Source: an optimization exercise on an open RTL-to-GDS flow (aim: small area, a short achievable clock period and few clock cycles). Production flows keep margins and buffers that such runs may drop.
RTL that was checked went through simulation tests only; none was proved equivalent to the original.
No functional check of the RTL was part of runs 5 to 7.
Power is estimated from default activity; no workload was simulated.

--- constraint.sdc ---
create_clock -name core_clock -period 4.5 [get_ports {clk}]
set_input_delay 0.9000 -clock core_clock [delete_from_list [all_inputs] [get_ports {clk}]]
set_output_delay 0.9000 -clock core_clock [all_outputs]
set_load 0.01 [all_outputs]
--- flow/downsize.tcl ---
# After floorplan: move every logic cell (not the flip-flops) to the
# smallest-area cell of the same function, so that the timing repair that
# follows starts from minimum sizes and upsizes only where timing needs it.
set n 0
set saved 0.0
foreach inst [get_cells *] {
  set master [get_property $inst ref_name]
  if {[string match "*df*" $master]} continue
  if {![regexp {^(sky130_fd_sc_hd__[a-z0-9]+)_([0-9]+)$} $master -> base drv]} continue
  set a0 [get_property [get_lib_cells $master] area]
  set best $master
  set besta $a0
  foreach lc [get_lib_cells ${base}_*] {
    set c [get_name $lc]
    if {![regexp "^${base}_\[0-9\]+\$" $c]} continue
    set a [get_property $lc area]
    if {$a < $besta} { set besta $a; set best $c }
  }
  if {$best ne $master} {
    replace_cell [get_full_name $inst] $best
    incr n
    set saved [expr {$saved + $a0 - $besta}]
  }
}
puts "downsize: $n cells moved to their smallest size, [format %.1f $saved] um2"
--- config.mk ---
export PLATFORM = sky130hd
export DESIGN_NAME = top_fsm
export DESIGN_NICKNAME = top_fsm
export VERILOG_FILES = /design/flow/design.v
export SDC_FILE = /design/flow/constraint.sdc
export NUM_CORES = 4
export LEC_CHECK = 0
export CAP_MARGIN = 20
export CORE_MARGIN = 2
export CORE_UTILIZATION = 75
export CTS_CLUSTER_DIAMETER = 80
export CTS_CLUSTER_SIZE = 30
export GPL_ROUTABILITY_DRIVEN = 0
export SETUP_SLACK_MARGIN = 1.8
export SLEW_MARGIN = 20
export SYNTH_HIERARCHICAL = 1
--- design.v ---
module ram_dp_async_read
#(parameter WIDTH = 8,
  parameter DEPTH = 16,
  parameter DEPTH_LOG = $clog2(DEPTH))
(
 input clk,
 input wr_n,
 input [DEPTH_LOG-1:0] addr_wr,
 input [DEPTH_LOG-1:0] addr_rd,
 input [WIDTH-1:0] data_wr,
 output [WIDTH-1:0] data_rd
);
    reg [WIDTH-1:0] ram [0:DEPTH-1];
    always @(posedge clk) begin
        if(wr_n) begin
            ram[addr_wr] <= data_wr;
        end
    end
    assign data_rd = ram[addr_rd];
endmodule
module rd_inv(input a, output y);
    assign y = ~a;
endmodule
module rd_nand2(input a, input b, output y);
    assign y = ~(a & b);
endmodule
module rd_nor2(input a, input b, output y);
    assign y = ~(a | b);
endmodule
module rd_aoi22(input a1, input a2, input b1, input b2, output y);
    assign y = ~((a1 & a2) | (b1 & b2));
endmodule
module top_fsm(
        input clk,
        input rst_n,
        input        ram_in_we,
        input [4 :0] ram_in_addr_wr,
        input [7 :0] ram_in_data_wr,
        input [3 :0] ram_out_addr_rd,
        output [15:0] ram_out_data_rd,
        input opmode_in,
        output reg done_out
);
    reg [7:0] ram_in [0:31];
    reg [15:0] ram_out [0:15];
    integer i;
    always @(posedge clk) begin
        if (ram_in_we)
            ram_in[ram_in_addr_wr] <= ram_in_data_wr;
    end
    always @(posedge clk) begin
        if (opmode_in)
            for (i = 0; i < 16; i = i + 1)
                ram_out[i] <= {ram_in[2*i], ram_in[2*i+1]};
    end
    wire [3:0]  a = ram_out_addr_rd;
    wire [3:0]  an;
    wire [3:0]  pre_lo_n, pre_hi_n;
    wire [15:0] sel;
    genvar k, b, p;
    generate
        for (k = 0; k < 4; k = k + 1) begin : g_inv
            rd_inv u_inv (.a(a[k]), .y(an[k]));
        end
        for (k = 0; k < 4; k = k + 1) begin : g_pre
            rd_nand2 u_lo (.a(k[1] ? a[1] : an[1]), .b(k[0] ? a[0] : an[0]), .y(pre_lo_n[k]));
            rd_nand2 u_hi (.a(k[1] ? a[3] : an[3]), .b(k[0] ? a[2] : an[2]), .y(pre_hi_n[k]));
        end
        for (k = 0; k < 16; k = k + 1) begin : g_sel
            rd_nor2 u_sel (.a(pre_hi_n[k / 4]), .b(pre_lo_n[k % 4]), .y(sel[k]));
        end
        for (b = 0; b < 16; b = b + 1) begin : g_bit
            wire [7:0] pair_n;
            wire [3:0] quad;
            wire [1:0] half_n;
            for (p = 0; p < 8; p = p + 1) begin : g_pair
                rd_aoi22 u_pair (.a1(sel[2*p]),   .a2(ram_out[2*p][b]),
                                 .b1(sel[2*p+1]), .b2(ram_out[2*p+1][b]),
                                 .y(pair_n[p]));
            end
            for (p = 0; p < 4; p = p + 1) begin : g_quad
                rd_nand2 u_quad (.a(pair_n[2*p]), .b(pair_n[2*p+1]), .y(quad[p]));
            end
            for (p = 0; p < 2; p = p + 1) begin : g_half
                rd_nor2 u_half (.a(quad[2*p]), .b(quad[2*p+1]), .y(half_n[p]));
            end
            rd_nand2 u_out (.a(half_n[0]), .b(half_n[1]), .y(ram_out_data_rd[b]));
        end
    endgenerate
    always @(posedge clk or negedge rst_n) begin
        if (!rst_n)
            done_out <= 1'b0;
        else if (opmode_in)
            done_out <= 1'b1;
    end
endmodule
--- flow/run.sh ---
#!/bin/bash
# The standard layout (standard synthesis included), with one extra step
# after floorplan (flow/downsize.tcl): every logic cell starts from the
# smallest size of its function before placement and timing repair, and
# the ports are buffered with buf_2 cells.
# Make's full output goes to flow_make.log; each step's own log is under
# orfs/logs.
set -euo pipefail
W=$(pwd)
bash standard.sh POST_FLOORPLAN_TCL="$W/flow/downsize.tcl" BUFFER_PORTS_ARGS="-buffer_cell sky130_fd_sc_hd__buf_2" finish > "$W/flow_make.log" 2>&1
--- standard.sh ---
#!/bin/bash
# synth_recipe.tcl (not shown) runs the flow's synth.tcl, then flattens the netlist and writes it again
# the make line also repeats each setting of config.mk as NAME=value (left out here)
make -C /OpenROAD-flow-scripts/flow DESIGN_CONFIG=/design/flow/config.mk WORK_HOME=/design/flow/orfs CLKGATE_MAP_FILE= SYNTH_SCRIPT=/design/flow/synth_recipe.tcl "${@:-finish}"
==> results of run 1 <==
[cell type report]
type | instances | area, um2 | area share [%]
multi-input combinational | 311 | 2240 | 11.7
inverter | 4 | 30.0 | 0.156
clock buffer | 29 | 556 | 2.89
clock inverter | 1 | 30.0 | 0.156
tap | 319 | 399 | 2.08
sequential | 513 | 15400 | 80.2
timing repair buffer | 69 | 554 | 2.89
[report_power, final]
part           leakage (uW)  total (uW)  switching (uW)  internal (uW)
Combinational       0.00118         336             244           92.5
Clock              0.000280        2170            1290            885
Sequential          0.00482        5390            35.6           5350
Total               0.00628        7890            1570           6330
[synthesized netlist by cell type (all sizes together)]
cell     count
a22oi      128
buf          2
clkbuf       2
dfrtp        1
edfxtp     512
inv          4
nand2       90
nand2b       4
nand4        1
nand4b       3
nand4bb      3
nor2        72
nor3         8
or2          1
or4b         1
[sequential cells by signal, summed over array words and instances, names as in the netlist]
signal	count
ram_out	256
done_out	1
ram_in	256
[logic make-up (layout without fill, tap and decap cells)]
kind of cell | Yosys count | in the layout | share of synthesized area, %
flops | 513 | 513 | 86.5
simple gates | 183 | 183 | 4.29
compound gates | 128 | 128 | 9.00
buf+inv | 8 | 103 | 0.218
[layout by cell type, fill, tap and decap left out]
cell type   netlist  routed
clkinvlp_4        0       4
clkbuf_16         0      21
nand4_1           1       1
clkinv_16         0       1
nand2b_1          4       4
a22oi_1           0      72
nand4b_1          3       3
or2_2             1       1
nor2_1           72      40
edfxtp_1        512     512
buf_12            0       2
nand4bb_1         3       3
dfrtp_1           1       1
nor3_2            1       5
nand2_2           0      24
nor3_1            7       3
buf_2             1      33
a22oi_2         128      56
nor2_4            0      10
or4b_1            0       1
nand2_1          90      62
nand2_4           0       4
nor2_2            0      22
buf_8             0       3
clkbuf_1          2       8
buf_6             1      19
buf_4             0      12
[what timing repair did]
action                     CTS  global route
cloned                       5             1
pin swaps                   40            34
setup endpoints to repair   16            16
gates resized for setup    125            46
setup buffers                2             1
[worst max-delay path by stage]
| stage | cells after the start | slack [ns] | start | endpoint |
|---|---|---|---|---|
| after floorplan | 7 | 1.80 | ram_out_addr_rd[3] | ram_out_data_rd[0] |
| after global placement | 10 | 1.16 | ram_out_addr_rd[0] | ram_out_data_rd[3] |
| after detailed placement | 10 | 1.10 | ram_out_addr_rd[0] | ram_out_data_rd[2] |
| after CTS | 11 | 1.41 | ram_out_addr_rd[0] | ram_out_data_rd[13] |
| after global routing | 11 | 1.27 | ram_out_addr_rd[1] | ram_out_data_rd[13] |
| final | 11 | 1.36 | ram_out_addr_rd[0] | ram_out_data_rd[13] |
[through the flow]
step                      hold WS [ns]  worst slack, ns  power [uW]  utilization (%)  std cells
after floorplan                  0.400             1.80        5630                -        832
after global placement           0.400             1.16        5750             76.6       1207
after detailed placement         0.405             1.10        5770             76.6       1207
after CTS                        0.102             1.41        7900             81.3       1244
after global routing            0.0978             1.27        8090             82.1       1246
final                            0.115             1.36        7890             82.1       1246
[per-layer routing]
metal / GRT usage [%] / share of wire, % / wire (um) / vias to the layer above
met4: 6.61 / 2.3 / 793 / 0
met1: 38.8 / 39 / 13100 / 4095
li1: - / - / - / 3479
met3: 4.38 / 8.1 / 2730 / 50
met5: 0 / 0 / 0 / -
met2: 47.7 / 51 / 17100 / 404
[Yosys stat by module, one instance, submodules excluded]
module	cells	area, um2
top_fsm	564	15700
rd_aoi22	1	12.5
rd_inv	1	3.75
rd_nand2	1	3.75
rd_nor2	1	3.75
==> results.yml, run 1 <==
sta:
  max_freq_ghz: 0.319
  slew_headroom_pct: 27.4
  fin_skew_ns: 0.0175
  setup-tns-final_ns: 0
  worst_slew_pin_slew_ns: 1.09
  slew_viol_final: 0
  rsz0062_at_grt: "yes"
  setup_viol: 0
  post-route-min-period_ns: 3.14
  min_period_over_period_pct: 69.7
  final-hold-violation-count: 0
synth:
  yosysUniqueCellTypes: 17
  yosysTopAreaCellShare_pct: 86.4
  ys_warn_count: 9
  ys_ff_latch: 513
  syn-num-nets: 853
  synth-seq-area-share_pct: 86.5
  syn_area_mm2: 0.0178
  synthTopCellsByArea: "edfxtp_1, a22oi_2, nand2_1"
  syn_inst: 832
  synth_area_leader_cell: "edfxtp_1"
  syn_area_per_cell_um2: 21.4
global_routing:
  grt_pass1_vias: 7997
  overflow: 0
  grt_pass1_wl_mm: 48.7
  antenna_found_initial: 0
  grt_max_degree: 121
  grt_use_total_pct: 27.8
worst_setup_path:
  rr_endpoint: "done_out"
  critPathCaptureType: "output pin"
  cp.buffers_inverters: 5
  cp-start-kind: "input port"
  ff2ff_path_depth: 1
  worstPathCellList: "buf_8 > clkinvlp_4 > nand2_4 > nor2_4 > buf_6 > buf_12 > a22oi_2 > nand2_1 > nor2_2 > nand2_1 > buf_2"
  cp_top_family: "buffers and inverters"
  cp_max_fo: 7
  ff2ff_setup_slack_ns: 3.72
  critPathRequiredTime_ns: 3.60
  worstSetupPathType: "in -> out"
  r2r-start: "done_out"
  worstPathArrival_ns: 2.24
  slowest_stage: "buf_6"
  slowest_delay_ns: 0.15
  path_common_cell: "nand2_1"
die:
  die_h_um: 158
  pin_count: 38
  rows: 56
  die_w_um: 158
  core_mm2: 0.0234
  die_area_mm2: 0.0250
  start_util_pct: 76.1
run_status:
  status: "no timing/DRC/antenna violations"
hold_path:
  worstHoldPathType: "in -> async"
cts:
  cts_root_buf: "clkbuf_16"
  clock_latency_ns: 0.53
  hold_buffers: 0
  cts_tree: "yes"
  clkTransAtPathRegs_ns: 0.10
  cts_buffers: 21
  h-tree-depth: 1
  cts.path.max_buffers: 3
  clkSinkCount: 513
cells_and_area:
  final_net_count: 941
  diodes: 0
  syn_to_final_growth_pct: 7.90
  nFillCells: 1124
  drive_gt1_share_pct: 23.4
  stdcell_area_mm2: 0.0192
pwr:
  ir_drop_v: 0.000520
  powerDensity_mw_per_mm2: 411
  p_leak_uw: 0.00628
drt:
  dr.pass1.iters: 5
  drtIter0Drc: 1028
  via_per_inst: 6.44
  route.vias.total: 8028
  wl_per_cell_um: 27.1
  ant_nets: 0
  drc: 0
  routed_wl_mm: 33.8
placed_design:
  dpl_cell_area_mm2: 0.0179
  hpwl_mm: 19.7
  io_buffers: 37
job:
  cap_violations: 0
Testbench counts, summed over its fixed seeds: cycles 5,207.
==> inputs of run 2 (changes only) <==
--- a/config.mk
+++ b/config.mk
@@ -10,7 +10,6 @@
 export CORE_UTILIZATION = 75
 export CTS_CLUSTER_DIAMETER = 80
 export CTS_CLUSTER_SIZE = 30
-export GPL_ROUTABILITY_DRIVEN = 0
 export SETUP_SLACK_MARGIN = 1.8
 export SLEW_MARGIN = 20
 export SYNTH_HIERARCHICAL = 1
==> results.yml, run 2 <==
drt:
  routed_wl_mm: 33.8
  drtIter0Drc: 1028
  ant_nets: 0
  via_per_inst: 6.44
  drc: 0
  dr.pass1.iters: 5
  wl_per_cell_um: 27.1
  route.vias.total: 8028
cts:
  clkSinkCount: 513
  h-tree-depth: 1
  cts.path.max_buffers: 3
  cts_root_buf: "clkbuf_16"
  cts_buffers: 21
  cts_tree: "yes"
  clock_latency_ns: 0.53
  clkTransAtPathRegs_ns: 0.10
sta:
  post-route-min-period_ns: 3.14
  worst_slew_pin_slew_ns: 1.09
  fin_skew_ns: 0.0175
  setup_viol: 0
  setup-tns-final_ns: 0
  min_period_over_period_pct: 69.7
  rsz0062_at_grt: "yes"
  slew_viol_final: 0
  final-hold-violation-count: 0
  hold-worst-slack_ns: 0.115
  max_freq_ghz: 0.319
  slew_headroom_pct: 27.4
cells_and_area:
  fin_cells: 1246
  reg_top3: "ram_in x256, ram_out x256, done_out x1"
  nFillCells: 1124
  syn_to_final_growth_pct: 7.90
  fin_util_pct: 82.1
  final_cell_mix: "edfxtp_1, a22oi_1, nand2_1"
  diodes: 0
  final_net_count: 941
  drive_gt1_share_pct: 23.4
  mostFrequentLayoutCell: "edfxtp_1"
synth:
  ys_warn_count: 9
  synthTopCellsByCount: "edfxtp_1, a22oi_2, nand2_1, nor2_1, nor3_1"
  synth_ff_type: "edfxtp_1"
  synth_most_common_cell: "edfxtp_1"
  syn-num-nets: 853
  yosysTopAreaCellShare_pct: 86.4
  async_flop_share_pct: 0.195
  syn_area_mm2: 0.0178
  ys_ff_latch: 513
  syn_area_per_cell_um2: 21.4
  synthTopCellsByArea: "edfxtp_1, a22oi_2, nand2_1"
  synth-seq-area-share_pct: 86.5
  syn_inst: 832
  synth-edff-count: 512
  yosysUniqueCellTypes: 17
  synth_area_leader_cell: "edfxtp_1"
worst_setup_path:
  worstSetupPathType: "in -> out"
  worstPathCellList: "buf_8 > clkinvlp_4 > nand2_4 > nor2_4 > buf_6 > buf_12 > a22oi_2 > nand2_1 > nor2_2 > nand2_1 > buf_2"
  ff2ff_setup_slack_ns: 3.72
  slowest_stage: "buf_6"
  r2r-start: "done_out"
  slowest_delay_ns: 0.15
  rr_endpoint: "done_out"
  worstPathArrival_ns: 2.24
  path_common_cell: "nand2_1"
  critPathRequiredTime_ns: 3.60
  critPathCaptureType: "output pin"
  cp-start-kind: "input port"
  ff2ff_path_depth: 1
  cp_max_fo: 7
run_status:
  status: "no timing/DRC/antenna violations"
global_routing:
  overflow: 0
  grt_max_degree: 121
  antenna_found_initial: 0
  grt_pass1_vias: 7997
  grt_pass1_wl_mm: 48.7
  grt_use_total_pct: 27.8
die:
  pin_count: 38
  die_h_um: 158
  core_mm2: 0.0234
  start_util_pct: 76.1
  die_area_mm2: 0.0250
  die_w_um: 158
  rows: 56
pwr:
  powerDensity_mw_per_mm2: 411
  ir_drop_v: 0.000520
  p_total_uw: 7890
  p_leak_uw: 0.00628
placed_design:
  placed_cells: 1207
  hpwl_mm: 19.7
  gp_congestion: 0.828
  io_buffers: 37
job:
  cap_violations: 0
hold_path:
  worstHoldPathType: "in -> async"
-- run 2: timing repair --
action | 4_1_cts | 5_1_grt
gates cloned | 5 | 1
setup endpoints to repair | 16 | 16
buffers inserted | 2 | 1
gates resized for setup | 125 | 46
pin swaps | 40 | 34
hold buffers | 0 | 0
hold endpoints to repair | 0 | 0
-- run 2: cells by family after synthesis --
logic type | after synthesis | synth area share [%]
AOI/OAI and AO/OA | 128 | 9.00
buffers and inverters | 8 | 0.218
DFF | 513 | 86.5
and+or+nand+nor | 183 | 4.29
-- run 2: power by group --
group,total [uW],internal [uW],switching [uW]
Combinational,336,92.5,244
Sequential,5390,5350,35.6
Clock,2170,885,1290
-- run 2: layer usage --
metal  share of wire (%)  GRT usage [%]
met5                   0              0
met4                 2.3           6.61
met3                 8.1           4.38
met2                  51           47.7
met1                  39           38.8
-- run 2: worst max-delay path: cells and delay by family --
kind | cells | cell delay, ns
buf+inv | 5 | 0.67
compound gates | 1 | 0.15
simple gates | 5 | 0.51
-- run 2: per-stage QoR --
stage               area (um2)  setup WS [ns]
floorplan                18000           1.80
global placement         17900           1.16
detailed placement       17900           1.10
CTS                      19000           1.41
global route             19200           1.27
finish                   19200           1.36
-- run 2: how the worst max path moves through the flow --
stage	start	to	slack (ns)	cells past startpoint
floorplan	ram_out_addr_rd[3]	ram_out_data_rd[0]	1.80	7
global placement	ram_out_addr_rd[0]	ram_out_data_rd[3]	1.16	10
detailed placement	ram_out_addr_rd[0]	ram_out_data_rd[2]	1.10	10
CTS	ram_out_addr_rd[0]	ram_out_data_rd[13]	1.41	11
global route	ram_out_addr_rd[1]	ram_out_data_rd[13]	1.27	11
finish	ram_out_addr_rd[0]	ram_out_data_rd[13]	1.36	11
-- run 2: area by class of cell --
cell class                 instances  area, um2  share of cell area (%)
tap                              319        399                    2.08
timing repair buffer              69        554                    2.89
sequential                       513      15400                    80.2
inverter                           4       30.0                   0.156
clock inverter                     1       30.0                   0.156
multi-input combinational        311       2240                    11.7
clock buffer                      29        556                    2.89
-- run 2: per-module statistics from Yosys (local to each module, per instance) --
module    flip-flops and latches  cells
rd_inv                         0      1
top_fsm                      513    564
rd_nand2                       0      1
rd_aoi22                       0      1
rd_nor2                        0      1
==> inputs of run 3 (changes only) <==
--- a/config.mk
+++ b/config.mk
@@ -7,7 +7,7 @@
 export LEC_CHECK = 0
 export CAP_MARGIN = 20
 export CORE_MARGIN = 2
-export CORE_UTILIZATION = 75
+export CORE_UTILIZATION = 70
 export CTS_CLUSTER_DIAMETER = 80
 export CTS_CLUSTER_SIZE = 30
 export SETUP_SLACK_MARGIN = 1.8
==> results.yml, run 3 <==
run_status:
  status: "no timing/DRC/antenna violations"
drt:
  via_per_inst: 6.40
  drtIter0Drc: 1024
  wl_per_cell_um: 28.2
  ant_nets: 0
  dr.pass1.iters: 5
  drc: 0
  route.vias.total: 8095
  routed_wl_mm: 35.6
cts:
  h-tree-depth: 1
  cts_tree: "yes"
  cts_buffers: 21
  hold_buffers: 0
  cts.path.max_buffers: 3
  clock_latency_ns: 0.54
  clkSinkCount: 513
  cts_root_buf: "clkbuf_16"
  clkTransAtPathRegs_ns: 0.10
sta:
  rsz0062_at_grt: "yes"
  slew_viol_final: 0
  setup-tns-final_ns: 0
  min_period_over_period_pct: 70.6
  final-hold-violation-count: 0
  slew_headroom_pct: 30.5
  fin_skew_ns: 0.0257
  timing.final.ws_setup_ns: 1.33
  max_freq_ghz: 0.315
  setup_viol: 0
  post-route-min-period_ns: 3.17
  worst_slew_pin_slew_ns: 1.04
cells_and_area:
  syn_to_final_growth_pct: 10.3
  final_net_count: 948
  fin_cells: 1264
  fin_util_pct: 78.2
  final_cell_mix: "edfxtp_1, a22oi_2, a22oi_1"
  diodes: 0
  reg_top3: "ram_in x256, ram_out x256, done_out x1"
  drive_gt1_share_pct: 26.4
  mostFrequentLayoutCell: "edfxtp_1"
die:
  start_util_pct: 70.9
  rows: 58
  core_mm2: 0.0251
  die_area_mm2: 0.0267
  die_w_um: 163
  die_h_um: 163
  pin_count: 38
worst_setup_path:
  worstPathArrival_ns: 2.27
  ff2ff_setup_slack_ns: 3.72
  critPathRequiredTime_ns: 3.60
  cp_max_fo: 13
  critPathCaptureType: "output pin"
  cp-start-kind: "input port"
  worstSetupPathType: "in -> out"
job:
  cap_violations: 0
synth:
  ys_ff_latch: 513
  synthTopCellsByArea: "edfxtp_1, a22oi_2, nand2_1"
  ys_warn_count: 9
  yosysUniqueCellTypes: 17
  syn_inst: 832
  synth-edff-count: 512
  synth_ff_type: "edfxtp_1"
  synth_area_leader_cell: "edfxtp_1"
  synth_most_common_cell: "edfxtp_1"
  yosysTopAreaCellShare_pct: 86.4
  synth-seq-area-share_pct: 86.5
  syn_area_mm2: 0.0178
  async_flop_share_pct: 0.195
  syn-num-nets: 853
  syn_area_per_cell_um2: 21.4
  synthTopCellsByCount: "edfxtp_1, a22oi_2, nand2_1, nor2_1, nor3_1"
pwr:
  p_int_uw: 6350
  sequentialPowerShare_pct: 67.7
  power_frac_comb_pct: 4.8
  ir_drop_v: 0.000517
  switching_share_pct: 20.1
  p_leak_uw: 0.00640
  netSwitchingPower_uw: 1600
  powerDensity_mw_per_mm2: 405
  clock_power_share_pct: 27.4
placed_design:
  gp_congestion: 0.831
  dp_slack_ns: 0.893
  hpwl_mm: 20.5
  placed_cells: 1217
  io_buffers: 37
hold_path:
  worstHoldPathType: "in -> async"
global_routing:
  overflow: 0
  antenna_found_initial: 1
  grt_use_total_pct: 26.8
  grt_max_degree: 123
  grt_pass1_wl_mm: 50.2
  grt_pass1_vias: 8021
## run 3: changes by cell type in the layout (fill, tap and decap cells not counted), sizes merged
cell / before / now
buf: 69 / 73
clkbuf: 29 / 31
inv: 0 / 1
## run 3: logic make-up (layout without fill, tap and decap cells)
logic type / count (synthesis) / after routing / share of synthesized area [%]
simple gates: 183 / 183 / 4.29
flops: 513 / 513 / 86.5
buf+inv: 8 / 110 / 0.218
compound gates: 128 / 128 / 9.00
## run 3: path summary, 6_finish.rpt
| kind | depth (start not counted) | startpoint | to |
|---|---|---|---|
| max in group asynchronous | 1 | rst_n | done_out |
| hold reg to reg | 0 | ram_in[12][2] | ram_out[6][10] |
| min in group core_clock | 0 | ram_in[12][2] | ram_out[6][10] |
| hold / removal | 1 | rst_n | done_out |
| setup / recovery | 10 | ram_out_addr_rd[1] | ram_out_data_rd[2] |
| setup reg to reg | 1 | done_out | done_out |
## run 3: final cells by class
| cell class | count | area [um2] |
|---|---|---|
| inverter | 4 | 30.0 |
| clock buffer | 28 | 552 |
| multi-input combinational | 311 | 2390 |
| timing repair buffer | 76 | 811 |
| clock inverter | 2 | 38.8 |
| sequential | 513 | 15400 |
| fill | 1334 | 5480 |
| tap | 330 | 413 |
## run 3: repair_timing
action                     CTS  global route
pin swaps                   59            44
resized for setup          156            57
cloned                       3             4
setup endpoints to repair   16            16
setup buffers                5             5
## run 3: per-layer routing
metal	wire length [um]	GRT usage [%]	up-vias
li1	-	-	3498
met1	13900	37.4	4158
met2	17700	43.6	368
met3	3000	5.61	69
met4	1060	8.17	2
met5	10	0	-
## run 3: Yosys stat by module, one instance, submodules excluded
module / copies in the design / cell area [um2] / flip-flops and latches
rd_nand2: 88 / 3.75 / 0
rd_inv: 4 / 3.75 / 0
rd_aoi22: 128 / 12.5 / 0
rd_nor2: 48 / 3.75 / 0
top_fsm: 1 / 15700 / 513
## run 3: critical path, cell delays in order
cell and delay [ns]:
buf_8 0.09, clkinvlp_4 0.13, nand2_4 0.18, nor2_4 0.07, buf_8 0.16, a22oi_1 0.21
nand2_2 0.11, nor2_2 0.16, nand2_2 0.10, buf_6 0.13
## run 3: stage by stage
step | power (uW) | hold WS [ns] | cell area, um2
2_1_floorplan | 5630 | 0.400 | 18000
3_3_place_gp | 5760 | 0.401 | 17900
3_5_place_dp | 5780 | 0.405 | 17900
4_1_cts | 7940 | 0.105 | 19300
5_1_grt | 8160 | 0.0970 | 19600
6_report | 7950 | 0.113 | 19600
## run 3: power by group through the flow
stage	registers (uW)	clock network, uW	logic [uW]
floorplan	5490	0	139
detailed placement	5490	0	294
global placement	5480	0	282
CTS	5380	2200	355
finish	5390	2180	382
global route	5400	2360	405
==> inputs of run 4 (changes only) <==
--- a/config.mk
+++ b/config.mk
@@ -7,7 +7,7 @@
 export LEC_CHECK = 0
 export CAP_MARGIN = 20
 export CORE_MARGIN = 2
-export CORE_UTILIZATION = 70
+export CORE_UTILIZATION = 78
 export CTS_CLUSTER_DIAMETER = 80
 export CTS_CLUSTER_SIZE = 30
 export SETUP_SLACK_MARGIN = 1.8
==> results.yml, run 4 <==
sta:
  slew_headroom_pct: 27.7
  final-hold-violation-count: 0
  max_freq_ghz: 0.310
  slew_viol_final: 0
  setup-tns-final_ns: 0
  worst_slew_pin_slew_ns: 1.08
  timing.final.ws_setup_ns: 1.28
  rsz0062_at_grt: "yes"
  min_period_over_period_pct: 71.6
  setup_viol: 0
  fin_skew_ns: 0.0356
  post-route-min-period_ns: 3.22
worst_setup_path:
  worstPathCellList: "buf_8 > clkinvlp_4 > nand2_4 > buf_6 > nor2_4 > buf_12 > a22oi_1 > nand2_1 > nor2_4 > nand2_2 > buf_6"
  cp.buffers_inverters: 5
  cp_max_fo: 8
  worstPathArrival_ns: 2.32
  slowest_stage: "a22oi_1"
  slowest_delay_ns: 0.21
  ff2ff_setup_slack_ns: 3.71
  worstSetupPathType: "in -> out"
  cp_top_family: "buffers and inverters"
  cp-start-kind: "input port"
  critPathRequiredTime_ns: 3.60
  critPathCaptureType: "output pin"
placed_design:
  hpwl_mm: 19.1
  dpl_cell_area_mm2: 0.0179
  gp_congestion: 0.793
  dp_slack_ns: 0.850
  io_buffers: 37
cells_and_area:
  final_cell_mix: "edfxtp_1, a22oi_1, nand2_1"
  stdcell_area_mm2: 0.0195
  final_net_count: 951
  mostFrequentLayoutCell: "edfxtp_1"
  drive_gt1_share_pct: 25.0
  diodes: 0
  reg_top3: "ram_in x256, ram_out x256, done_out x1"
  syn_to_final_growth_pct: 9.44
drt:
  dr.pass1.iters: 5
  routed_wl_mm: 34.6
  ant_nets: 0
  wl_per_cell_um: 28.3
  drc: 0
  drtIter0Drc: 1208
  route.vias.total: 8212
  via_per_inst: 6.71
global_routing:
  grt_use_total_pct: 28.9
  antenna_found_initial: 0
  grt_pass1_wl_mm: 49.5
  overflow: 0
  grt_max_degree: 126
  grt_pass1_vias: 8119
pwr:
  ir_drop_v: 0.000368
  p_leak_uw: 0.00639
  powerDensity_mw_per_mm2: 409
synth:
  syn_area_mm2: 0.0178
  yosysUniqueCellTypes: 17
  ys_ff_latch: 513
  synthTopCellsByCount: "edfxtp_1, a22oi_2, nand2_1, nor2_1, nor3_1"
  synth_area_leader_cell: "edfxtp_1"
  synth-edff-count: 512
  syn-num-nets: 853
  syn_area_per_cell_um2: 21.4
  synth-seq-area-share_pct: 86.5
  synth_ff_type: "edfxtp_1"
  ys_warn_count: 9
  synthTopCellsByArea: "edfxtp_1, a22oi_2, nand2_1"
  async_flop_share_pct: 0.195
  syn_inst: 832
  synth_most_common_cell: "edfxtp_1"
  yosysTopAreaCellShare_pct: 86.4
cts:
  clkTransAtPathRegs_ns: 0.10
  cts_buffers: 21
  cts.path.max_buffers: 3
  cts_tree: "yes"
  clock_latency_ns: 0.55
  cts_root_buf: "clkbuf_16"
  h-tree-depth: 1
  clkSinkCount: 513
die:
  core_mm2: 0.0225
  die_area_mm2: 0.0241
  rows: 55
  start_util_pct: 79.1
  die_h_um: 155
  pin_count: 38
  die_w_um: 155
job:
  cap_violations: 0
run_status:
  status: "no timing/DRC/antenna violations"
hold_path:
  worstHoldPathType: "in -> async"
## run 4: cell counts after synthesis
Identical to the previous run, type by type.
## run 4: cell type report
| type | count | area [um2] |
|---|---|---|
| clock buffers | 29 | 556 |
| clock inverters | 3 | 43.8 |
| fillers | 895 | 3020 |
| inverters | 4 | 30.0 |
| multi-input cells | 312 | 2320 |
| flip-flops and latches | 513 | 15400 |
| well taps | 285 | 357 |
| repair buffers | 78 | 777 |
## run 4: power breakdown
group          internal, uW  leakage (uW)  switching [uW]
registers              5350       0.00482            36.5
clock network           892      0.000288            1310
logic                   113       0.00129             260
total                  6360       0.00639            1610
## run 4: cells by family (layout without fill, tap and decap cells)
| kind of cell | Yosys count | count (layout) | synth area share [%] |
|---|---|---|---|
| flip-flops | 513 | 513 | 86.5 |
| buffers and inverters | 8 | 114 | 0.218 |
| AO/OA/AOI/OAI | 128 | 128 | 9.00 |
| AND/OR/NAND/NOR | 183 | 184 | 4.29 |
## run 4: final timing paths
check / startpoint / cells after the start / to
max: ram_out_addr_rd[0] / 11 / ram_out_data_rd[15]
min: rst_n / 1 / done_out
max reg2reg: done_out / 1 / done_out
min reg2reg: ram_in[8][6] / 0 / ram_out[4][14]
max in group asynchronous: rst_n / 1 / done_out
min in group core_clock: ram_in[8][6] / 0 / ram_out[4][14]
## run 4: metal layers
metal  track usage, %  vias up  share of wire [%]
met5                0        -                  0
met4             8.33        0                2.1
met3             4.57       56                9.3
met2             47.7      481                 51
met1             41.8     4176                 37
li1                 -     3499                  -
## run 4: metrics by stage
stage / instances / hold slack [ns] / util (%) / total power, uW
final: 1224 / 0.104 / 86.6 / 7960
after global routing: 1224 / 0.0960 / 86.6 / 8140
after CTS: 1219 / 0.0991 / 85.7 / 7920
after detailed placement: 1170 / 0.405 / 79.5 / 5770
after global placement: 1169 / 0.400 / 79.4 / 5760
after floorplan: 832 / 0.400 / - / 5630
## run 4: per-module statistics from Yosys, one instance, submodules excluded
module / flops+latches / cells inside / area, um2 / times used
top_fsm: 513 / 564 / 15700 / 1
rd_nand2: 0 / 1 / 3.75 / 88
rd_aoi22: 0 / 1 / 12.5 / 128
rd_inv: 0 / 1 / 3.75 / 4
rd_nor2: 0 / 1 / 3.75 / 48
## run 4: what timing repair did
action                     CTS  global route
pin swaps                   76            39
hold buffers                 0             0
buffers inserted            11             4
gates cloned                 6             1
resized for setup          160            36
setup endpoints to repair   16            16
==> inputs of run 5 (changes only) <==
--- a/design.v
+++ b/design.v
@@ -56,7 +56,7 @@
     wire [3:0]  a = ram_out_addr_rd;
     wire [3:0]  an;
     wire [3:0]  pre_lo_n, pre_hi_n;
-    wire [15:0] sel;
+    wire [15:0] sel, sel_b;
     genvar k, b, p;
     generate
         for (k = 0; k < 4; k = k + 1) begin : g_inv
@@ -67,15 +67,16 @@
             rd_nand2 u_hi (.a(k[1] ? a[3] : an[3]), .b(k[0] ? a[2] : an[2]), .y(pre_hi_n[k]));
         end
         for (k = 0; k < 16; k = k + 1) begin : g_sel
-            rd_nor2 u_sel (.a(pre_hi_n[k / 4]), .b(pre_lo_n[k % 4]), .y(sel[k]));
+            rd_nor2 u_sel0 (.a(pre_hi_n[k / 4]), .b(pre_lo_n[k % 4]), .y(sel[k]));
+            rd_nor2 u_sel1 (.a(pre_hi_n[k / 4]), .b(pre_lo_n[k % 4]), .y(sel_b[k]));
         end
         for (b = 0; b < 16; b = b + 1) begin : g_bit
             wire [7:0] pair_n;
             wire [3:0] quad;
             wire [1:0] half_n;
             for (p = 0; p < 8; p = p + 1) begin : g_pair
-                rd_aoi22 u_pair (.a1(sel[2*p]),   .a2(ram_out[2*p][b]),
-                                 .b1(sel[2*p+1]), .b2(ram_out[2*p+1][b]),
+                rd_aoi22 u_pair (.a1(b < 8 ? sel[2*p] : sel_b[2*p]),     .a2(ram_out[2*p][b]),
+                                 .b1(b < 8 ? sel[2*p+1] : sel_b[2*p+1]), .b2(ram_out[2*p+1][b]),
                                  .y(pair_n[p]));
             end
             for (p = 0; p < 4; p = p + 1) begin : g_quad
==> flow/run.sh (replaced) <==
#!/bin/bash
# The standard layout (standard synthesis included), with one extra step
# after floorplan (flow/downsize.tcl): every logic cell starts from the
# smallest size of its function before placement and timing repair.
# Make's full output goes to flow_make.log; each step's own log is under
# orfs/logs.
set -euo pipefail
W=$(pwd)
bash standard.sh POST_FLOORPLAN_TCL="$W/flow/downsize.tcl" finish > "$W/flow_make.log" 2>&1
--- a/config.mk
+++ b/config.mk
@@ -7,9 +7,9 @@
 export LEC_CHECK = 0
 export CAP_MARGIN = 20
 export CORE_MARGIN = 2
-export CORE_UTILIZATION = 78
+export CORE_UTILIZATION = 75
 export CTS_CLUSTER_DIAMETER = 80
 export CTS_CLUSTER_SIZE = 30
-export SETUP_SLACK_MARGIN = 1.8
+export SETUP_SLACK_MARGIN = 1.5
 export SLEW_MARGIN = 20
 export SYNTH_HIERARCHICAL = 1
==> results.yml, run 5 <==
worst_setup_path:
  cp.buffers_inverters: 5
  critPathCaptureType: "output pin"
  ff2ff_setup_slack_ns: 3.72
  slowest_stage: "a22oi_2"
  cp-start-kind: "input port"
  cp_top_family: "buffers and inverters"
  cp_max_fo: 8
  critPathRequiredTime_ns: 3.60
  worstPathCellList: "buf_12 > inv_8 > nand2_8 > buf_6 > nor2_2 > buf_6 > a22oi_2 > nand2_2 > nor2_2 > nand2_1 > buf_2"
  worstSetupPathType: "in -> out"
  timing.critical_path.from: "ram_out_addr_rd[0]"
  slowest_delay_ns: 0.22
  worstSetupEndpoint: "ram_out_data_rd[3]"
  r2r-start: "done_out"
  rr_endpoint: "done_out"
  worstPathArrival_ns: 2.17
  ff2ff_path_depth: 1
  cp.depth: 11
sta:
  rsz0062_at_grt: "yes"
  fin_skew_ns: 0.0280
  min_period_over_period_pct: 68.2
  setup-tns-final_ns: 0
  post-route-min-period_ns: 3.07
  final-hold-violation-count: 0
  slew_headroom_pct: 20.0
  max_freq_ghz: 0.326
  slew_viol_final: 0
  setup_viol: 0
  timing.final.ws_setup_ns: 1.43
  worst_slew_pin_slew_ns: 1.20
cells_and_area:
  syn_to_final_growth_pct: 12.1
  mostFrequentLayoutCell: "edfxtp_1"
  final_cell_mix: "edfxtp_1, a22oi_2, nand2_1"
  diodes: 0
  reg_top3: "ram_in x256, ram_out x256, done_out x1"
  fin_cells: 1296
  drive_gt1_share_pct: 28.1
  final_net_count: 991
drt:
  dr.pass1.iters: 5
  via_per_inst: 6.53
  wl_per_cell_um: 27.8
  ant_nets: 0
  drtIter0Drc: 1111
  drc: 0
  route.vias.total: 8468
  routed_wl_mm: 36.0
global_routing:
  grt_use_total_pct: 28.4
  grt_max_degree: 117
  overflow: 0
  grt_pass1_vias: 8144
  grt_pass1_wl_mm: 49.9
  antenna_found_initial: 0
synth:
  synth-edff-count: 512
  ys_warn_count: 9
  syn_area_mm2: 0.0179
  yosysUniqueCellTypes: 17
  synthTopCellsByCount: "edfxtp_1, a22oi_2, nand2_1, nor2_1, nor3_1"
  syn_inst: 848
  synth_area_leader_cell: "edfxtp_1"
  synth_ff_type: "edfxtp_1"
  yosysTopAreaCellShare_pct: 86.1
  ys_ff_latch: 513
  synth_most_common_cell: "edfxtp_1"
  synthTopCellsByArea: "edfxtp_1, a22oi_2, nand2_1"
  synth-seq-area-share_pct: 86.2
  syn-num-nets: 869
  syn_area_per_cell_um2: 21.1
  async_flop_share_pct: 0.195
cts:
  cts_buffers: 21
  cts.path.max_buffers: 3
  cts_tree: "yes"
  cts_root_buf: "clkbuf_16"
  h-tree-depth: 1
  clock_latency_ns: 0.55
  clkSinkCount: 513
  clkTransAtPathRegs_ns: 0.10
hold_path:
  worstHoldPathType: "reg -> reg"
  whs_path_depth: 0
die:
  core_mm2: 0.0234
  start_util_pct: 76.3
  die_area_mm2: 0.0251
  rows: 56
  die_h_um: 158
  die_w_um: 158
  pin_count: 38
placed_design:
  placed_cells: 1248
  hpwl_mm: 20.7
  gp_congestion: 0.966
  dp_slack_ns: 0.181
  io_buffers: 37
pwr:
  p_leak_uw: 0.00655
  powerDensity_mw_per_mm2: 400
  ir_drop_v: 0.000557
  p_total_uw: 8000
run_status:
  status: "no timing/DRC/antenna violations"
job:
  cap_violations: 0
[run 5: per-layer routing]
layer / share of wire, % / vias up / global-route usage (%)
met5: 0 / - / 0
li1: - / 3597 / -
met2: 50 / 489 / 46.4
met3: 9.2 / 96 / 5.47
met4: 3.6 / 0 / 9.31
met1: 38 / 4286 / 40.0
[run 5: repair_timing]
item	4_1_cts	5_1_grt
hold buffers	0	0
pin swaps	74	79
endpoints found under the hold margin	0	0
setup buffers	16	2
endpoints found under the setup margin	16	20
resized for setup	256	82
[run 5: logic make-up (layout without fill, tap and decap cells)]
family	after synthesis	after routing	synth area share (%)
compound gates	128	128	8.96
buf+inv	8	137	0.217
flops	513	513	86.2
simple gates	199	199	4.62
[run 5: worst min-delay path by stage]
stage	from	end	slack, ns
global placement	ram_in[7][6]	ram_out[3][6]	0.40
global route	ram_in[8][1]	ram_out[4][9]	0.41
CTS	ram_in[8][1]	ram_out[4][9]	0.42
detailed placement	ram_in[1][0]	ram_out[0][0]	0.40
floorplan	ram_in[1][0]	ram_out[0][0]	0.40
finish	ram_in[8][1]	ram_out[4][9]	0.42
[run 5: cell type report]
| class | instances | area (um2) |
|---|---|---|
| Sequential cell | 513 | 15400 |
| Inverter | 4 | 40.0 |
| Tap cell | 319 | 399 |
| Fill cell | 957 | 3380 |
| Clock inverter | 2 | 38.8 |
| Timing Repair Buffer | 103 | 993 |
| Clock buffer | 28 | 552 |
| Multi-Input combinational cell | 327 | 2600 |
[run 5: metrics by stage]
step	cell area [um2]	hold WS, ns	util, %
2_1_floorplan	17900	0.400	-
3_3_place_gp	18300	0.400	78.3
3_5_place_dp	18300	0.405	78.3
4_1_cts	19600	0.424	83.9
5_1_grt	20000	0.409	85.5
6_report	20000	0.421	85.5
[run 5: power by group]
part	internal, uW	switching (uW)	total, uW
Clock	887	1310	2200
Combinational	133	273	406
Sequential	5350	42.8	5390
[run 5: per-module statistics from Yosys (local to each module, per instance)]
module | flip-flops and latches | cell area [um2]
top_fsm | 513 | 15700
rd_aoi22 | 0 | 12.5
rd_inv | 0 | 3.75
rd_nand2 | 0 | 3.75
rd_nor2 | 0 | 3.75
==> inputs of run 6 (changes only) <==
--- a/design.v
+++ b/design.v
@@ -27,8 +27,8 @@
 module rd_nor2(input a, input b, output y);
     assign y = ~(a | b);
 endmodule
-module rd_aoi22(input a1, input a2, input b1, input b2, output y);
-    assign y = ~((a1 & a2) | (b1 & b2));
+module rd_oai22(input a1, input a2, input b1, input b2, output y);
+    assign y = ~((a1 | a2) & (b1 | b2));
 endmodule
 module top_fsm(
         input clk,
@@ -55,37 +55,36 @@
     end
     wire [3:0]  a = ram_out_addr_rd;
     wire [3:0]  an;
-    wire [3:0]  pre_lo_n, pre_hi_n;
-    wire [15:0] sel, sel_b;
+    wire [3:0]  pre_lo, pre_hi;
+    wire [15:0] sel_n;
     genvar k, b, p;
     generate
         for (k = 0; k < 4; k = k + 1) begin : g_inv
             rd_inv u_inv (.a(a[k]), .y(an[k]));
         end
         for (k = 0; k < 4; k = k + 1) begin : g_pre
-            rd_nand2 u_lo (.a(k[1] ? a[1] : an[1]), .b(k[0] ? a[0] : an[0]), .y(pre_lo_n[k]));
-            rd_nand2 u_hi (.a(k[1] ? a[3] : an[3]), .b(k[0] ? a[2] : an[2]), .y(pre_hi_n[k]));
+            rd_nor2 u_lo (.a(k[1] ? an[1] : a[1]), .b(k[0] ? an[0] : a[0]), .y(pre_lo[k]));
+            rd_nor2 u_hi (.a(k[1] ? an[3] : a[3]), .b(k[0] ? an[2] : a[2]), .y(pre_hi[k]));
         end
         for (k = 0; k < 16; k = k + 1) begin : g_sel
-            rd_nor2 u_sel0 (.a(pre_hi_n[k / 4]), .b(pre_lo_n[k % 4]), .y(sel[k]));
-            rd_nor2 u_sel1 (.a(pre_hi_n[k / 4]), .b(pre_lo_n[k % 4]), .y(sel_b[k]));
+            rd_nand2 u_sel (.a(pre_hi[k / 4]), .b(pre_lo[k % 4]), .y(sel_n[k]));
         end
         for (b = 0; b < 16; b = b + 1) begin : g_bit
             wire [7:0] pair_n;
             wire [3:0] quad;
             wire [1:0] half_n;
             for (p = 0; p < 8; p = p + 1) begin : g_pair
-                rd_aoi22 u_pair (.a1(b < 8 ? sel[2*p] : sel_b[2*p]),     .a2(ram_out[2*p][b]),
-                                 .b1(b < 8 ? sel[2*p+1] : sel_b[2*p+1]), .b2(ram_out[2*p+1][b]),
+                rd_oai22 u_pair (.a1(sel_n[2*p]),   .a2(ram_out[2*p][b]),
+                                 .b1(sel_n[2*p+1]), .b2(ram_out[2*p+1][b]),
                                  .y(pair_n[p]));
             end
             for (p = 0; p < 4; p = p + 1) begin : g_quad
-                rd_nand2 u_quad (.a(pair_n[2*p]), .b(pair_n[2*p+1]), .y(quad[p]));
+                rd_nor2 u_quad (.a(pair_n[2*p]), .b(pair_n[2*p+1]), .y(quad[p]));
             end
             for (p = 0; p < 2; p = p + 1) begin : g_half
-                rd_nor2 u_half (.a(quad[2*p]), .b(quad[2*p+1]), .y(half_n[p]));
+                rd_nand2 u_half (.a(quad[2*p]), .b(quad[2*p+1]), .y(half_n[p]));
             end
-            rd_nand2 u_out (.a(half_n[0]), .b(half_n[1]), .y(ram_out_data_rd[b]));
+            rd_nor2 u_out (.a(half_n[0]), .b(half_n[1]), .y(ram_out_data_rd[b]));
         end
     endgenerate
     always @(posedge clk or negedge rst_n) begin
==> flow/run.sh (replaced) <==
#!/bin/bash
# The standard layout (standard synthesis included), with one extra step
# after floorplan (flow/downsize.tcl): every logic cell starts from the
# smallest size of its function before placement and timing repair, and
# the ports are buffered with buf_2 cells.
# Make's full output goes to flow_make.log; each step's own log is under
# orfs/logs.
set -euo pipefail
W=$(pwd)
bash standard.sh POST_FLOORPLAN_TCL="$W/flow/downsize.tcl" BUFFER_PORTS_ARGS="-buffer_cell sky130_fd_sc_hd__buf_2" finish > "$W/flow_make.log" 2>&1
--- a/config.mk
+++ b/config.mk
@@ -10,6 +10,6 @@
 export CORE_UTILIZATION = 75
 export CTS_CLUSTER_DIAMETER = 80
 export CTS_CLUSTER_SIZE = 30
-export SETUP_SLACK_MARGIN = 1.5
+export SETUP_SLACK_MARGIN = 1.8
 export SLEW_MARGIN = 20
 export SYNTH_HIERARCHICAL = 1
==> results.yml, run 6 <==
run_status:
  status: "no timing/DRC/antenna violations"
sta:
  worst_slew_pin_slew_ns: 1.14
  timing.final.ws_setup_ns: 1.38
  slew_headroom_pct: 23.6
  post-route-min-period_ns: 3.12
  setup-tns-final_ns: 0
  slew_viol_final: 0
  fin_skew_ns: 0.0240
  setup_viol: 0
  final-hold-violation-count: 0
  rsz0062_at_grt: "yes"
  max_freq_ghz: 0.321
  min_period_over_period_pct: 69.2
job:
  cap_violations: 0
cells_and_area:
  drive_gt1_share_pct: 21.0
  reg_top3: "ram_in x256, ram_out x256, done_out x1"
  diodes: 0
  stdcell_area_mm2: 0.0195
  fin_util_pct: 86.9
  syn_to_final_growth_pct: 14.6
  final_net_count: 946
  mostFrequentLayoutCell: "edfxtp_1"
  final_cell_mix: "edfxtp_1, nor2_1, o22ai_1"
die:
  start_util_pct: 75.8
  core_mm2: 0.0224
  die_h_um: 155
  rows: 55
  pin_count: 38
  die_w_um: 155
  die_area_mm2: 0.0239
placed_design:
  gp_congestion: 0.838
  io_buffers: 37
  dpl_cell_area_mm2: 0.0176
  hpwl_mm: 19.1
  dp_slack_ns: 0.841
drt:
  drc: 0
  via_per_inst: 6.92
  routed_wl_mm: 37.8
  ant_nets: 0
  drtIter0Drc: 1335
  dr.pass1.iters: 5
  route.vias.total: 8416
  wl_per_cell_um: 31.0
synth:
  syn_inst: 832
  syn_area_mm2: 0.0170
  yosysUniqueCellTypes: 17
  yosysTopAreaCellShare_pct: 90.4
  synthTopCellsByCount: "edfxtp_1, o22ai_1, nor2_1, nand2_1, nor3_1"
  ys_ff_latch: 513
  async_flop_share_pct: 0.195
  synth_ff_type: "edfxtp_1"
  synth-edff-count: 512
  syn_area_per_cell_um2: 20.4
  synth-seq-area-share_pct: 90.6
  ys_warn_count: 9
  syn-num-nets: 853
  synthTopCellsByArea: "edfxtp_1, o22ai_1, nor2_1"
  synth_most_common_cell: "edfxtp_1"
  synth_area_leader_cell: "edfxtp_1"
global_routing:
  grt_max_degree: 90
  overflow: 0
  grt_use_total_pct: 31.3
  antenna_found_initial: 0
  grt_pass1_vias: 8030
  grt_pass1_wl_mm: 52.5
worst_setup_path:
  cp_max_fo: 8
  r2r-start: "done_out"
  timing.critical_path.from: "ram_out_addr_rd[0]"
  critPathCaptureType: "output pin"
  worstSetupPathType: "in -> out"
  worstPathArrival_ns: 2.22
  critPathRequiredTime_ns: 3.60
  cp-start-kind: "input port"
cts:
  h-tree-depth: 1
  clkTransAtPathRegs_ns: 0.11
  cts.path.max_buffers: 3
  cts_root_buf: "clkbuf_16"
  cts_tree: "yes"
  clock_latency_ns: 0.54
  clkSinkCount: 513
  cts_buffers: 21
pwr:
  ir_drop_v: 0.000464
  p_leak_uw: 0.00619
  p_total_uw: 8020
  powerDensity_mw_per_mm2: 411
hold_path:
  worstHoldPathType: "in -> async"
[run 6: changes by cell type after synthesis, sizes merged]
cell and delta:
a22oi -128, nand2 -40, nor2 +24, o22ai +128
[run 6: repair_timing]
| action | 4_1_cts | 5_1_grt |
|---|---|---|
| hold buffers | 0 | 0 |
| cloned | 9 | 0 |
| pin swaps | 47 | 31 |
| setup buffers | 20 | 4 |
| resized for setup | 163 | 33 |
| setup endpoints to repair | 16 | 16 |
[run 6: per-module statistics from Yosys, one instance, submodules excluded]
module	cells	area, um2
rd_inv	1	3.75
rd_nor2	1	3.75
rd_nand2	1	3.75
rd_oai22	1	6.26
top_fsm	564	15700
[run 6: report_power, final]
part	switching, uW	internal (uW)
clock network	1330	886
registers	40.3	5350
logic	287	119
total	1660	6360
[run 6: path summary, 6_finish.rpt]
check / endpoint / slack (ns) / cells after the start
min: done_out / 0.11 / 1
max reg2reg: done_out / 3.69 / 1
min in group core_clock: ram_out[2][1] / 0.42 / 0
max: ram_out_data_rd[14] / 1.38 / 11
min reg2reg: ram_out[2][1] / 0.42 / 0
max in group asynchronous: done_out / 4.30 / 1
[run 6: layer usage]
layer	GRT usage, %	share of wire, %	vias up
met3	4.43	11	57
met1	47.0	37	4202
li1	-	-	3506
met4	8.29	2.1	0
met2	50.8	50	651
met5	0	0	-
[run 6: worst max-delay path, cell delays in order]
cell	delay (ns)
buf_12	0.12
clkinv_8	0.05
nor2_4	0.03
buf_12	0.14
buf_8	0.14
nand2_8	0.11
o22ai_1	0.12
nor2_1	0.18
nand2_1	0.13
nor2_2	0.14
buf_2	0.14
[run 6: through the flow]
stage | cells | hold WS [ns]
after detailed placement | 1154 | 0.405
after floorplan | 832 | 0.400
after global routing | 1217 | 0.0973
after CTS | 1213 | 0.103
final | 1217 | 0.110
after global placement | 1154 | 0.400
[run 6: layout make-up]
class                      count  area [um2]
sequential                   513       15400
fill                         886        2940
multi-input combinational    320        2450
timing repair buffer          65         658
clock buffer                  28         552
tap                          285         357
inverter                       4        42.5
clock inverter                 2        38.8
[run 6: kinds of logic after synthesis]
kind of cell / after synthesis / share of synthesized area, %
flip-flops: 513 / 90.6
buffers and inverters: 8 / 0.228
AND/OR/NAND/NOR: 183 / 4.50
AO/OA/AOI/OAI: 128 / 4.71
==> inputs of run 7 (changes only) <==
--- a/config.mk
+++ b/config.mk
@@ -10,6 +10,6 @@
 export CORE_UTILIZATION = 75
 export CTS_CLUSTER_DIAMETER = 80
 export CTS_CLUSTER_SIZE = 30
-export SETUP_SLACK_MARGIN = 1.8
+export SETUP_SLACK_MARGIN = 1.5
 export SLEW_MARGIN = 20
 export SYNTH_HIERARCHICAL = 1
==> results.yml, run 7 <==
sta:
  worst_slew_pin_slew_ns: 1.02
  min_period_over_period_pct: 70.1
  fin_skew_ns: 0.0244
  setup-tns-final_ns: 0
  setup_viol: 0
  rsz0062_at_grt: "yes"
  slew_headroom_pct: 31.5
  slew_viol_final: 0
  post-route-min-period_ns: 3.15
  final-hold-violation-count: 0
  max_freq_ghz: 0.317
cts:
  clkTransAtPathRegs_ns: 0.11
  cts_buffers: 21
  h-tree-depth: 1
  cts_tree: "yes"
  clkSinkCount: 513
  cts.path.max_buffers: 3
  cts_root_buf: "clkbuf_16"
  clock_latency_ns: 0.54
synth:
  ys_warn_count: 9
  syn-num-nets: 853
  synthTopCellsByCount: "edfxtp_1, o22ai_1, nor2_1, nand2_1, nor3_1"
  synth-seq-area-share_pct: 90.6
  synth-edff-count: 512
  syn_area_per_cell_um2: 20.4
  synthTopCellsByArea: "edfxtp_1, o22ai_1, nor2_1"
  yosysTopAreaCellShare_pct: 90.4
  syn_area_mm2: 0.0170
  yosysUniqueCellTypes: 17
  synth_ff_type: "edfxtp_1"
  async_flop_share_pct: 0.195
  syn_inst: 832
  ys_ff_latch: 513
  synth_most_common_cell: "edfxtp_1"
  synth_area_leader_cell: "edfxtp_1"
drt:
  route.vias.total: 8447
  via_per_inst: 6.95
  drc: 0
  top_layer: "met4"
  routed_wl_mm: 38.2
  ant_nets: 0
  wl_met3_mm: 4.05
  wl_per_cell_um: 31.5
  wl_met1_mm: 14.2
  drtIter0Drc: 1423
  dr.pass1.iters: 5
  route.met2.wl_mm: 18.8
cells_and_area:
  diodes: 0
  regArea_mm2: 0.0154
  fin_util_pct: 87.4
  multi_input_area_mm2: 0.00257
  reg_top3: "ram_in x256, ram_out x256, done_out x1"
  nFillCells: 875
  final_net_count: 944
  final_cell_mix: "edfxtp_1, nor2_1, o22ai_1"
  mostFrequentLayoutCell: "edfxtp_1"
  drive_gt1_share_pct: 23.4
  syn_to_final_growth_pct: 15.3
global_routing:
  grt_pass1_wl_mm: 52.0
  antenna_found_initial: 0
  overflow: 0
  grt_max_degree: 90
  grt_use_total_pct: 30.8
  grt_pass1_vias: 7992
worst_setup_path:
  cp_max_fo: 8
  worstPathArrival_ns: 2.25
  worstSetupPathType: "in -> out"
  critPathRequiredTime_ns: 3.60
  slowest_delay_ns: 0.19
  slowest_stage: "nor2_1"
  path_common_cell: "buf_12"
  critPathCaptureType: "output pin"
  cp-start-kind: "input port"
  worstPathCellList: "buf_12 > inv_8 > nor2_4 > buf_12 > buf_12 > nand2_8 > o22ai_1 > nor2_1 > nand2_1 > nor2_1 > buf_2"
die:
  die_area_mm2: 0.0239
  start_util_pct: 75.8
  die_w_um: 155
  core_mm2: 0.0224
  rows: 55
  die_h_um: 155
  pin_count: 38
placed_design:
  gp_congestion: 0.838
  io_buffers: 37
  hpwl_mm: 19.1
job:
  cap_violations: 0
pwr:
  powerDensity_mw_per_mm2: 409
  ir_drop_v: 0.000464
  p_leak_uw: 0.00624
run_status:
  status: "no timing/DRC/antenna violations"
hold_path:
  worstHoldPathType: "in -> async"
## run 7: path summary, 6_finish.rpt
path | cells after the start | start | to | slack [ns]
min in group core_clock | 0 | ram_in[5][1] | ram_out[2][1] | 0.42
hold / removal | 1 | rst_n | done_out | 0.12
hold reg to reg | 0 | ram_in[5][1] | ram_out[2][1] | 0.42
setup / recovery | 11 | ram_out_addr_rd[0] | ram_out_data_rd[5] | 1.35
setup reg to reg | 1 | done_out | done_out | 3.68
max in group asynchronous | 1 | rst_n | done_out | 4.30
## run 7: area by class of cell
class | count | share of cell area, %
clock inverters | 2 | 0.198
multi-input cells | 320 | 13.1
flip-flops and latches | 513 | 78.5
clock buffers | 28 | 2.81
well taps | 285 | 1.82
repair buffers | 63 | 3.29
inverters | 4 | 0.204
## run 7: through the flow
stage	hold slack (ns)	std cells	setup WS (ns)	instance area, um2	total power, uW
after floorplan	0.400	832	1.84	17000	5580
after global placement	0.400	1154	0.943	17600	5750
after detailed placement	0.405	1154	0.841	17600	5760
after CTS	0.103	1213	1.48	19200	7940
after global routing	0.108	1215	1.33	19600	8180
final	0.117	1215	1.35	19600	8020
## run 7: metal layers
layer	vias to the layer above	global-route usage, %
met2	672	49.9
met5	-	0
met4	0	7.98
met1	4192	46.7
li1	3499	-
met3	84	3.95
## run 7: Yosys stat by module, one instance, submodules excluded
| module | flip-flops and latches | cells inside | cell area [um2] |
|---|---|---|---|
| rd_inv | 0 | 1 | 3.75 |
| rd_nand2 | 0 | 1 | 3.75 |
| rd_nor2 | 0 | 1 | 3.75 |
| rd_oai22 | 0 | 1 | 6.26 |
| top_fsm | 513 | 564 | 15700 |
## run 7: cell families (layout without fill, tap and decap cells)
| kind of cell | Yosys count | count (layout) | synth area share (%) |
|---|---|---|---|
| buffers and inverters | 8 | 97 | 0.228 |
| AND/OR/NAND/NOR | 183 | 192 | 4.50 |
| flip-flops | 513 | 513 | 90.6 |
| AO/OA/AOI/OAI | 128 | 128 | 4.71 |
## run 7: power breakdown
part | switching (uW) | total (uW) | internal [uW]
registers | 43.0 | 5390 | 5350
logic | 291 | 415 | 124
clock network | 1320 | 2210 | 886
## run 7: repair_timing
| item | CTS | global route |
|---|---|---|
| resized for setup | 140 | 78 |
| cloned | 9 | 0 |
| setup buffers | 20 | 2 |
| hold buffers | 0 | 0 |
| endpoints found under the setup margin | 16 | 16 |
| pin swaps | 28 | 60 |
## run 7: worst max-delay path: cells and delay by family
kind,cells,cell delay [ns]
AND/OR/NAND/NOR,5,0.60
buffers and inverters,5,0.61
AO/OA/AOI/OAI,1,0.13

port drivers added, routing unchanged:
Ports are ideal in the flow. The routed layouts listed here were re-timed in OpenROAD. Step 1 assumes that a clkbuf_16 drives the clock port and a buf_2 every other input. Step 2, shift: input delay + t, output delay - t, t = (earliest + latest rising clock arrival at the registers) / 2. This alone moves slack from input paths to output paths. Slacks: ideal / step 1 / step 2; pairs: ideal / step 1.
| run | t (ns) | setup slack, ns | worst setup path after step 2 | latest minus earliest clock arrival (ns) | worst register clock-pin slew, ns |
|---|---|---|---|---|---|
| run 1 | 0.577 | 1.365 / 1.305 / 1.305 | input to output | 0.036 / 0.037 | 0.11 / 0.11 |
| run 2 | 0.577 | 1.365 / 1.305 / 1.305 | input to output | 0.036 / 0.037 | 0.11 / 0.11 |
| run 3 | 0.585 | 1.325 / 1.265 / 1.265 | input to output | 0.031 / 0.031 | 0.11 / 0.11 |
| run 4 | 0.580 | 1.277 / 1.226 / 1.226 | input to output | 0.042 / 0.042 | 0.11 / 0.11 |
| run 5 | 0.584 | 1.429 / 1.341 / 1.020 | input to register | 0.035 / 0.034 | 0.11 / 0.11 |
| run 6 | 0.583 | 1.385 / 1.320 / 1.320 | input to output | 0.048 / 0.047 | 0.12 / 0.12 |
| run 7 | 0.580 | 1.347 / 1.278 / 1.278 | input to output | 0.037 / 0.037 | 0.12 / 0.12 |
After both steps setup and hold are still met in every run listed. The setup slack of run 5, which loses most, moves by -0.088 ns with the drivers and by -0.409 ns with both steps.
